Context: an optimization exercise on an open-source flow, tuned for small area. The choices shown serve that exercise and are no tape-out recipe. Power and IR drop assume default switching activity.

run a:
// CPU
module CPU
  ( input             clk
  , input             rst
  , output     [15:0] addr
  , input      [ 7:0] data_in
  , output     [ 7:0] data_out
  , output            rd_enable
  , output            wr_enable
  , input      [7:0]  int_pending
  , output     [7:0]  int_clear
  );
make LEC_CHECK=0 CAP_MARGIN=20 CORE_MARGIN=2 CORE_UTILIZATION=30 SLEW_MARGIN=20 finish   # period 10.0 ns
run.sh (not shown) runs the stock make flow with config.mk's settings and CLKGATE_MAP_FILE= SYNTH_SCRIPT=/design/flow/synth_recipe.tcl, a recipe that flattens the netlist after the stock synthesis.
Setup changes, run a to run b
diff --git a/flow/design.v b/flow/design.v
--- a/flow/design.v
+++ b/flow/design.v
@@ -165,20 +165,19 @@
   wire ab_wz  = (s13 & (i_ldnna | i_ldann | i_ldnsp)) | wz_inc |
                 (s17 & i_ldnsp) | pc_wz;
   wire ab_ffc = s5 & (i_ldca | i_ldac);
   wire ab_ffz = s9 & (i_ldhw | i_ldhr);
   wire ab_vec = pc_vec;
   wire ab_pc  = !(ab_sp | ab_rsp | ab_hl | ab_bc | ab_de | ab_wz | ab_ffc |
                   ab_ffz | ab_vec);
-  wire u_pass = pc_wz | pc_hl | pc_vec | sp_hl;
-  wire u_dec  = sp_dec | (hl_step & op[4]) | (rr_step & op[3]);
-  wire k_ff  = u_dec | u_pass;
+  wire k_ff  = sp_dec | (hl_step & op[4]) | (rr_step & op[3]);
   wire k_z   = sp_rel | pc_rel;
   wire pc_inc = rd_c & ab_pc & !(i_ld16 & (s5 | s6 | s9 | s10));
-  wire cin16 = !(u_dec | k_z);
+  wire cin16 = pc_inc | sp_inc | (hl_step & !op[4]) | (rr_step & !op[3]) |
+               wz_inc;
   wire w16    = sp_dec | sp_inc | hl_step | rr_step | sp_rel | wz_inc | sp_hl;
   wire w16_hl = hl_step | (rr_step & p == 2'd2) | (sp_rel & i_ldhlsp);
   wire w16_bc = rr_step & p == 2'd0;
   wire w16_de = rr_step & p == 2'd1;
   wire w16_sp = sp_dec | sp_inc | (rr_step & p == 2'd3) | (sp_rel & i_addsp) |
                 sp_hl;
   wire w16_wz = wz_inc;
@@ -222,40 +221,26 @@
   wire [15:0] abus =
       ({16{ab_pc}} & pc) | ({16{ab_sp | ab_rsp}} & sp) |
       ({16{ab_hl}} & {h, l}) | ({16{ab_bc}} & {b, c}) |
       ({16{ab_de}} & {d, e}) | ({16{ab_wz}} & {w, z}) |
       ({16{ab_ffc}} & {8'hff, c}) | ({16{ab_ffz}} & {8'hff, z}) |
       ({16{ab_vec}} & {8'h00, vec});
   wire [7:0]  kk = ({8{k_z}} & z) | {8{k_ff}};
-  wire [8:0]  cw;
+  wire [16:0] cw;
   wire [15:0] u16;
+  wire [15:0] k16 = {{8{kk[7]}}, kk};
   assign cw[0] = cin16;
   genvar gi;
   generate
-    for (gi = 0; gi < 8; gi = gi + 1) begin : g_add16
-      assign u16[gi] = abus[gi] ^ kk[gi] ^ cw[gi];
-      assign cw[gi+1] = (abus[gi] & kk[gi]) | (abus[gi] & cw[gi]) |
-                        (kk[gi] & cw[gi]);
+    for (gi = 0; gi < 16; gi = gi + 1) begin : g_add16
+      assign u16[gi] = abus[gi] ^ k16[gi] ^ cw[gi];
+      assign cw[gi+1] = (abus[gi] & k16[gi]) | (abus[gi] & cw[gi]) |
+                        (k16[gi] & cw[gi]);
     end
   endgenerate
-  wire [7:0] ah = abus[15:8];
-  wire [8:0] ic, dc;
-  assign ic[0] = 1'b1;
-  assign dc[0] = 1'b1;
-  wire [7:0] ah_inc, ah_dec;
-  generate
-    for (gi = 0; gi < 8; gi = gi + 1) begin : g_incdec
-      assign ah_inc[gi] = ah[gi] ^ ic[gi];
-      assign ic[gi+1] = ah[gi] & ic[gi];
-      assign ah_dec[gi] = ah[gi] ^ dc[gi];
-      assign dc[gi+1] = !ah[gi] & dc[gi];
-    end
-  endgenerate
-  wire hi_chg = kk[7] ^ cw[8];
-  assign u16[15:8] = !hi_chg ? ah : (cw[8] ? ah_inc : ah_dec);
   wire c4w = cw[4];
   wire c8w = cw[8];
   wire a_arith = !oy[2] | (oy == 3'd7);
   wire a_sub   = (oy[2:1] == 2'd1) | (oy == 3'd7);
   wire a_cin   = a_sub ^ (oy[0] & !oy[2] & cf);
   wire x_a  = alu8 | (s3 & (i_daa | i_cpl));
   wire x_l  = s4 & i_addhl;
Results
- Run b went all the way through synthesis, placement and routing and the layout is clean on timing, DRC and antenna.
- Changes observed in run b relative to run a: final routed wirelength across all metal layers lost 11%, fraction of power spent switching nets down 1.6 points, switching power summed over all nets now sits lower.
- Delta (run b minus run a): total number of vias moved down, starting DRC count in detailed routing shrank by 461, number of stages on the worst setup path increased 42%, minimum clock period grew by 460 ps.
- The sequential share of layout area was comparable across run a and run b.
- Run a → run b: relative slew slack rose by 5.2 points; overall power of the completed layout fell by about 5%; clock skew fell by 5.5 ps; worst hold slack fell by 10 ps.
- Re pre-CTS setup slack: run b is 1300 ps down on run a.
- When the final numbers for run a and run b were put side by side, the xor and xnor area share after synthesis turned out to be greater in run a.
No functional check of the RTL was part of any run of this note.

==> what the ideal ports hide <==
The results above use ideal ports. As a check the final layouts listed here were re-extracted and re-timed, cells and wires unchanged. Step 1: set_driving_cell puts a clkbuf_16 on clk and a buf_2 on each other input, an assumption about the parent block. Step 2 moves the port delays by t, midway between the first and last clock arrival at a register: inputs arrive t later, outputs are due t later. That takes back most of the time a late clock gives input paths. a / b / c = ideal ports / drivers / drivers and shift; a / b = the first two.
run | shift t [ns] | setup WS [ns] | worst slew at a driven data input, ns
run a | 0.489 | 0.809 / 0.809 / 0.809 | 0.04
run b | 0.489 | 0.344 / 0.344 / 0.344 | 0.04
After both steps every run listed still meets setup and hold.
